What follows belongs to an exercise in optimizing a design on an open flow for small area and a short achievable clock period; a production flow would make more cautious choices.
RTL that was checked went through simulation tests only; none was proved equivalent to the original.
No activity file was given, so power comes from the tool's default toggle rates.

Design adder_32bit, start of the top module:
module adder_32bit(
    input clk,
    input rst,
    input [31:0] i_a,
    input [31:0] i_b,
    input i_vld,
    output [31:0] o_res,
    output reg o_res_vld,
    output overflow
);
Size in the first run: ~1100 cells after synthesis, roughly 36 flip-flops, ~0.0064 sq mm of cells after synthesis.
Settings: LEC_CHECK=0, ABC_AREA=1, CAP_MARGIN=20, CORE_MARGIN=2, CORE_UTILIZATION=40, SLEW_MARGIN=20; clock period 40.0 ns.
standard.sh (not shown) runs the stock make flow with config.mk's settings and CLKGATE_MAP_FILE= SYNTH_SCRIPT=/design/flow/synth_recipe.tcl, a recipe that flattens the netlist after the stock synthesis.
==> flow/flow/run.sh <==
#!/bin/bash
# The standard ORFS layout with three changes:
#  - ABC maps with the script below (area mapping, no buffering; the
#    layout's repair steps size and buffer instead),
#  - plain buf_1 cells as the port buffers,
#  - timing repair aimed at setup slack >= 26 ns.
set -euo pipefail
rm -rf scripts_custom
cp -r "$FLOW_HOME/scripts" scripts_custom
printf '%s\n' 'strash' 'dch' 'map -a' 'topo' 'stime -c' > scripts_custom/abc_area.script
bash standard.sh SCRIPTS_DIR="$PWD/scripts_custom" \
    BUFFER_PORTS_ARGS="-buffer_cell sky130_fd_sc_hd__buf_1" \
    SETUP_SLACK_MARGIN=26 finish > make_finish.log 2>&1
The baseline ran to the end with no violations.
Then changed:
==> flow/flow/run.sh (replaced) <==
#!/bin/bash
# The standard ORFS layout with two changes:
#  - plain buf_1 cells as the port buffers,
#  - timing repair aimed at setup slack >= 26 ns.
set -euo pipefail
bash standard.sh BUFFER_PORTS_ARGS="-buffer_cell sky130_fd_sc_hd__buf_1" \
    SETUP_SLACK_MARGIN=26 finish > make_finish.log 2>&1
The new run finished with timing, DRC and antenna clean.
Final area fell by 2.8%.
Die area rises by 17%.
Final cell count came out higher by 12%.
Hold slack improves by 0.24 ns.
Setup slack improves by 0.35 ns.
Sequential power fell by 9.8%.
Count of clock-buffer cells in the layout is higher by 1.
Power is about the same.
Critical path depth goes down by 8.
Sequential cell count is unchanged.
Wire length grows by 20%.
Then changed:
--- a/flow/config.mk
+++ b/flow/config.mk
@@ -11 +11,2 @@
-export CORE_UTILIZATION = 40
+export CORE_UTILIZATION = 30
+export CTS_BUF_LIST = sky130_fd_sc_hd__clkbuf_4 sky130_fd_sc_hd__clkbuf_8
Wire length rises by 4.3%; synthesized area is unchanged; via count rises by 2.5%; final area rises by 2.8%; worst setup slack is better by 0.058 ns.
Then changed:
--- a/flow/flow/run.sh
+++ b/flow/flow/run.sh
@@ -4 +4 @@
-#  - timing repair aimed at setup slack >= 26 ns.
+#  - timing repair aimed at setup slack >= 28 ns.
@@ -7 +7 @@
-    SETUP_SLACK_MARGIN=26 finish > make_finish.log 2>&1
+    SETUP_SLACK_MARGIN=28 finish > make_finish.log 2>&1
--- a/flow/config.mk
+++ b/flow/config.mk
@@ -11,2 +11 @@
-export CORE_UTILIZATION = 30
-export CTS_BUF_LIST = sky130_fd_sc_hd__clkbuf_4 sky130_fd_sc_hd__clkbuf_8
+export CORE_UTILIZATION = 40
The changed run completed with no timing, DRC or antenna violations.
First-iteration DRC count came out higher by 3.7%.
Cell area goes up by 28%.
Synthesized cell count stays the same.
Setup slack is better by 0.61 ns.
Worst hold slack improved by 0.034 ns.
Power climbs by 27%.
Via count rose by 11%.
Die area goes down by 24%.
Combinational power went up by 31%.
Routed wire length came out higher by 15%.
Count of clock-buffer cells in the layout goes up by 1.
Then changed:
--- a/flow/flow/run.sh
+++ b/flow/flow/run.sh
@@ -4 +4 @@
-#  - timing repair aimed at setup slack >= 28 ns.
+#  - timing repair aimed at setup slack >= 26 ns.
@@ -7 +7 @@
-    SETUP_SLACK_MARGIN=28 finish > make_finish.log 2>&1
+    SETUP_SLACK_MARGIN=26 finish > make_finish.log 2>&1
--- a/flow/config.mk
+++ b/flow/config.mk
@@ -11 +11,2 @@
-export CORE_UTILIZATION = 40
+export CORE_UTILIZATION = 50
+export CTS_BUF_LIST = sky130_fd_sc_hd__clkbuf_4 sky130_fd_sc_hd__clkbuf_8
Result: The changed run produced a clean layout; wire length goes down by about 17%; first-iteration DRC count increases by 1.3%; clock power increases by about 11%; fmax decreases by about 3.5%; area after synthesis does not change; worst setup slack degrades by 0.48 ns.
Then changed:
--- a/flow/config.mk
+++ b/flow/config.mk
@@ -11 +11 @@
-export CORE_UTILIZATION = 50
+export CORE_UTILIZATION = 40
- non-clock buffer count fell by 4
- total power fell by 4.1%
- worst setup slack is worse by 0.13 ns

---

adder_32bit again, from the RTL that the note above started with.
export LEC_CHECK = 0
export ABC_AREA = 1
export CAP_MARGIN = 20
export CORE_MARGIN = 2
export CORE_UTILIZATION = 40
export CTS_BUF_LIST = sky130_fd_sc_hd__clkbuf_4 sky130_fd_sc_hd__clkbuf_8
export SLEW_MARGIN = 20
create_clock -name core_clock -period 40.0 [get_ports {clk}]
==> flow/flow/run.sh <==
#!/bin/bash
# The standard ORFS layout with three changes:
#  - ABC maps with the script below (area mapping, no buffering; the
#    layout's repair steps size and buffer instead),
#  - plain buf_1 cells as the port buffers,
#  - timing repair aimed at setup slack >= 26 ns.
set -euo pipefail
rm -rf scripts_custom
cp -r "$FLOW_HOME/scripts" scripts_custom
printf '%s\n' 'strash' 'dch' 'map -D 3000' 'topo' 'stime -c' 'buffer -c' 'upsize -c' 'dnsize -c' > scripts_custom/abc_area.script
bash standard.sh SCRIPTS_DIR="$PWD/scripts_custom" \
    BUFFER_PORTS_ARGS="-buffer_cell sky130_fd_sc_hd__buf_1" \
    SETUP_SLACK_MARGIN=26 finish > make_finish.log 2>&1
The first run went through all stages and came out clean.
Next try:
--- a/flow/flow/run.sh
+++ b/flow/flow/run.sh
@@ -8,5 +8,5 @@
 rm -rf scripts_custom
 cp -r "$FLOW_HOME/scripts" scripts_custom
-printf '%s\n' 'strash' 'dch' 'map -D 3000' 'topo' 'stime -c' 'buffer -c' 'upsize -c' 'dnsize -c' > scripts_custom/abc_area.script
+printf '%s\n' 'strash' 'dch' 'map -a' 'topo' 'stime -c' 'buffer -c' 'upsize -c' 'dnsize -c' > scripts_custom/abc_area.script
 bash standard.sh SCRIPTS_DIR="$PWD/scripts_custom" \
     BUFFER_PORTS_ARGS="-buffer_cell sky130_fd_sc_hd__buf_1" \
After rerunning: Clock power hardly moves; final area came out lower by 1.8%; total power came out lower by 1.3%; fmax stays flat; first-iteration DRC count came out lower by 12%; worst setup slack improves by 7.4 ps; non-clock buffer count came out lower by 12; area after synthesis came out higher by 1.8%.

---

The RTL this note starts from:
==> flow/design.v <==
`timescale 1ns / 1ps
module CompareAndShift32Bit (
    input  [30:0] a,
    input  [30:0] b,
    output        a_ge_b,
    output [7:0]  exp_x,
    output [22:0] frac_x,
    output [23:0] man_x,
    output [23:0] al_man_y
);
    wire [7:0] ea = a[30:23];
    wire [7:0] eb = b[30:23];
    wire [7:0] ep = ~(ea ^ eb);
    wire [7:0] eg = ea & ~eb;
    reg  [7:0] EG, EP;
    integer l, j;
    always @(*) begin
        EG = eg;
        EP = ep;
        for (l = 0; l < 3; l = l + 1)
            for (j = 0; j < 8; j = j + 1)
                if (((j >> l) & 1) == 1) begin
                    EG[j] = EG[j] | (EP[j] & EG[((j >> l) << l) - 1]);
                    EP[j] = EP[j] & EP[((j >> l) << l) - 1];
                end
    end
    wire exp_gt = EG[7];
    wire exp_eq = EP[7];
    reg [22:0] gg, tt;
    integer s, i;
    always @(*) begin
        gg = a[22:0] & ~b[22:0];
        tt = a[22:0] | ~b[22:0];
        for (s = 1; s < 23; s = s * 2)
            for (i = 2*s - 1; i < 23; i = i + 2*s) begin
                gg[i] = gg[i] | (tt[i] & gg[i-s]);
                tt[i] = tt[i] & tt[i-s];
            end
        gg[22] = gg[22] | (tt[22] & (gg[21] | (tt[21] & (gg[19] | (tt[19] & gg[15])))));
        tt[22] = tt[22] & tt[21] & tt[19] & tt[15];
    end
    wire frac_ge = gg[22] | tt[22];
    assign a_ge_b = exp_gt | (exp_eq & frac_ge);
    assign exp_x  = a_ge_b ? ea : eb;
    assign frac_x = a_ge_b ? a[22:0] : b[22:0];
    assign man_x  = {exp_x != 8'd0, frac_x};
    wire [7:0]  shift = ep ^ (exp_gt ? {EG[6:0] | EP[6:0], 1'b1} : ~{EG[6:0], 1'b0});
    wire [22:0] frac_y = a_ge_b ? b[22:0] : a[22:0];
    wire        hid_y  = a_ge_b ? (eb != 8'd0) : (ea != 8'd0);
    wire [23:0] man_y  = {hid_y, frac_y};
    wire [23:0] s0 = shift[0] ? {1'b0,  man_y[23:1]} : man_y;
    wire [23:0] s1 = shift[1] ? {2'b0,  s0[23:2]}    : s0;
    wire [23:0] s2 = shift[2] ? {4'b0,  s1[23:4]}    : s1;
    wire [23:0] s3 = shift[3] ? {8'b0,  s2[23:8]}    : s2;
    wire [23:0] s4 = shift[4] ? {16'b0, s3[23:16]}   : s3;
    assign al_man_y = (shift[7:5] != 3'd0) ? 24'd0 : s4;
endmodule
`timescale 1ns / 1ps
module Addition32Bit (
    input         sub,
    input  [23:0] x,
    input  [23:0] y,
    output [24:0] res
);
    wire [23:0] xs = x ^ {24{sub}};
    wire [23:0] p  = xs ^ y;
    wire [23:0] g  = (x & {24{~sub}} & y) | (x & {24{sub}} & ~y);
    reg  [23:0] G, P;
    integer s, i;
    always @(*) begin
        G = {g[23:1], g[0] | (p[0] & sub)};
        P = p;
        for (s = 1; s < 24; s = s * 2)
            for (i = 2*s - 1; i < 24; i = i + 2*s) begin
                G[i] = G[i] | (P[i] & G[i-s]);
                P[i] = P[i] & P[i-s];
            end
        for (s = 8; s >= 1; s = s / 2)
            for (i = 3*s - 1; i < 24; i = i + 2*s) begin
                G[i] = G[i] | (P[i] & G[i-s]);
                P[i] = P[i] & P[i-s];
            end
    end
    assign res[23:0] = p ^ {G[22:0], sub};
    assign res[24]   = G[23] & ~sub;
endmodule
`timescale 1ns / 1ps
module Normalization32Bit (
    input  [24:0] res,
    input  [7:0]  e,
    output [22:0] man_res,
    output [7:0]  exp_res,
    output        overflow
);
    wire [31:0] r = {res, 7'h7f};
    wire z16 = (r[31:16] == 16'd0);
    wire [15:0] q1 = z16 ? r[15:0] : r[31:16];
    wire z8 = (q1[15:8] == 8'd0);
    wire [7:0] q2 = z8 ? q1[7:0] : q1[15:8];
    wire z4 = (q2[7:4] == 4'd0);
    wire [3:0] q3 = z4 ? q2[3:0] : q2[7:4];
    wire z2 = (q3[3:2] == 2'd0);
    wire [1:0] q4 = z2 ? q3[1:0] : q3[3:2];
    wire z1 = ~q4[1];
    wire [4:0] lz = {z16, z8, z4, z2, z1};
    wire big = e[7:5] != 3'd0;
    wire [4:0] k;
    wire [5:0] lt, gt;  
    assign lt[5] = big;
    assign gt[5] = 1'b0;
    genvar i;
    generate
        for (i = 4; i >= 0; i = i - 1) begin : g_min
            assign k[i] = gt[i+1] ? e[i] : (lt[i+1] ? lz[i] : (lz[i] & e[i]));
            assign lt[i] = lt[i+1] | (~gt[i+1] & ~lz[i] & e[i]);
            assign gt[i] = gt[i+1] | (~lt[i+1] & lz[i] & ~e[i]);
        end
    endgenerate
    wire [24:0] n = res << k;
    wire [8:0] ed = {1'b0, e} - {4'd0, lz};
    assign exp_res = (ed[8] | (res == 25'd0)) ? 8'd0 : ed[7:0];
    assign man_res = n[23:1];
    assign overflow = (e == 8'd255) & res[24];
endmodule
`timescale 1ns / 1ps
module adder_32bit(
    input clk,
    input rst,
    input [31:0] i_a,
    input [31:0] i_b,
    input i_vld,
    output [31:0] o_res,
    output reg o_res_vld,
    output overflow
);
wire sign_a = i_a[31];
wire sign_b = i_b[31];
wire        a_ge_b;
wire [7:0]  exp_x;
wire [22:0] frac_x;
wire [23:0] man_x, al_man_y;
wire [24:0] res;
CompareAndShift32Bit u_CompareAndShift32Bit (
    .a(i_a[30:0]),
    .b(i_b[30:0]),
    .a_ge_b(a_ge_b),
    .exp_x(exp_x),
    .frac_x(frac_x),
    .man_x(man_x),
    .al_man_y(al_man_y)
);
Addition32Bit u_Addition32Bit (
    .sub(sign_a ^ sign_b),
    .x(man_x),
    .y(al_man_y),
    .res(res)
);
wire exp_a_max = &i_a[30:23];
wire exp_b_max = &i_b[30:23];
wire special   = exp_a_max | exp_b_max;
wire nan_res   = (|frac_x) | (exp_a_max & exp_b_max & (sign_a ^ sign_b));
wire x_zero    = (exp_x == 8'd0) & (frac_x == 23'd0);
wire sign_res  = a_ge_b ? (sign_a & ~x_zero) : sign_b;
reg [24:0] r_res;
reg [7:0]  r_exp;   
reg        r_sign, r_special, r_nan;
always @(posedge clk or posedge rst) begin
    if (rst) begin
        r_res <= 25'b0;
        r_exp <= 8'b0;
        r_sign <= 1'b0;
        r_special <= 1'b0;
        r_nan <= 1'b0;
        o_res_vld <= 1'b0;
    end else begin
        r_res <= res;
        r_exp <= exp_x + 8'd1;
        r_special <= special;
        r_sign <= sign_res & ~(special & nan_res);
        r_nan <= special & nan_res;
        o_res_vld <= i_vld;
    end
end
wire [22:0] man_res;
wire [7:0]  exp_res;
wire        operation_overflow;
Normalization32Bit u_Normalization32Bit (
    .res(r_res),
    .e(r_exp),
    .man_res(man_res),
    .exp_res(exp_res),
    .overflow(operation_overflow)
);
assign o_res[31]    = r_sign;
assign o_res[30:23] = exp_res | {8{r_special}};
assign o_res[22]    = r_special ? r_nan : man_res[22];
assign o_res[21:0]  = man_res[21:0] & {22{~r_special}};
assign overflow     = r_special | operation_overflow;
endmodule
==> flow/config.mk <==
export PLATFORM = sky130hd
export DESIGN_NAME = adder_32bit
export DESIGN_NICKNAME = adder_32bit
export VERILOG_FILES = /design/flow/design.v
export SDC_FILE = /design/flow/constraint.sdc
export NUM_CORES = 4
export LEC_CHECK = 0
export ABC_AREA = 1
export CAP_MARGIN = 20
export CORE_MARGIN = 2
export CORE_UTILIZATION = 40
export CTS_BUF_LIST = sky130_fd_sc_hd__clkbuf_4 sky130_fd_sc_hd__clkbuf_8
export SLEW_MARGIN = 20
==> flow/constraint.sdc <==
create_clock -name core_clock -period 40.0 [get_ports {clk}]
set_input_delay 8.0000 -clock core_clock [delete_from_list [all_inputs] [get_ports {clk}]]
set_output_delay 8.0000 -clock core_clock [all_outputs]
set_load 0.01 [all_outputs]
==> flow/flow/run.sh <==
#!/bin/bash
# The standard ORFS layout with two changes:
#  - plain buf_1 cells as the port buffers,
#  - timing repair aimed at setup slack >= 27 ns.
set -euo pipefail
bash standard.sh BUFFER_PORTS_ARGS="-buffer_cell sky130_fd_sc_hd__buf_1" \
    SETUP_SLACK_MARGIN=27 finish > make_finish.log 2>&1
Next try:
==> flow/flow/run.sh (replaced) <==
#!/bin/bash
# The standard ORFS layout with these changes:
#  - ABC's area script without its upsize step (the layout's timing repair
#    sizes the critical paths instead),
#  - plain buf_1 cells as the port buffers,
#  - timing repair aimed at setup slack >= 27 ns.
set -euo pipefail
rm -rf scripts_custom
cp -r "$FLOW_HOME/scripts" scripts_custom
printf '%s\n' strash dch 'map -B 0.9' topo 'stime -c' 'buffer -c' 'dnsize -c' > scripts_custom/abc_area.script
bash standard.sh SCRIPTS_DIR="$PWD/scripts_custom" \
    BUFFER_PORTS_ARGS="-buffer_cell sky130_fd_sc_hd__buf_1" \
    SETUP_SLACK_MARGIN=27 finish > make_finish.log 2>&1
- CTS_BUF_LIST: sky130_fd_sc_hd__clkbuf_4 sky130_fd_sc_hd__clkbuf_8 -> sky130_fd_sc_hd__clkbuf_2 sky130_fd_sc_hd__clkbuf_4
- PLACE_DENSITY: unset -> 0.75
Synthesized cell count is unchanged; global-route usage grows by 0.44 points; power went up slightly; routed wire length falls slightly; worst hold slack got worse by 61 ps; maximum frequency went down slightly.
Function was not checked in any run of this note: the RTL went through the layout flow alone.

re-timing with driven ports:
How much do the figures lean on ideal ports? The routed layouts below were timed once more, with nothing changed but the port constraints. Step 1 assumes that a clkbuf_16 drives the clock port and a buf_2 every other input. Step 2 also shifts input and output timing later by t, the mid clock arrival at the registers, as if the neighbouring blocks saw the same clock. Slacks: ideal ports / drivers / drivers and shift; pairs: ideal ports / drivers.
run | t (ns) | slack for setup (ns) | worst setup path at the end | clock arrival spread, ns | cell pins on the clock port's net
the first run of note 1 | 0.303 | 25.890 / 25.860 / 25.557 | input to register | 0.004 / 0.004 | 1
the second run of note 1 | 0.309 | 26.236 / 26.248 / 25.939 | input to register | 0.003 / 0.003 | 1
the third run of note 1 | 0.309 | 26.294 / 26.298 / 25.989 | input to register | 0.006 / 0.006 | 1
the fourth run of note 1 | 0.306 | 26.901 / 26.884 / 26.578 | input to register | 0.004 / 0.004 | 1
the fifth run of note 1 | 0.313 | 26.420 / 26.431 / 26.118 | input to register | 0.008 / 0.008 | 1
the sixth run of note 1 | 0.309 | 26.287 / 26.292 / 25.983 | input to register | 0.002 / 0.002 | 1
the first run of note 2 | 0.305 | 25.886 / 25.862 / 25.556 | input to register | 0.005 / 0.005 | 1
the second run of note 2 | 0.318 | 25.893 / 25.905 / 25.587 | input to register | 0.008 / 0.008 | 1
the first run of note 3 | 0.306 | 27.345 / 27.323 / 27.040 | input to register | 0.006 / 0.005 | 1
the second run of note 3 | 0.353 | 27.289 / 27.263 / 27.101 | input to register | 0.006 / 0.006 | 1
After both steps setup and hold are still met in every run listed. For the first run of note 1, which loses most, drivers alone change the setup slack by -0.030 ns; drivers and shift together by -0.333 ns.
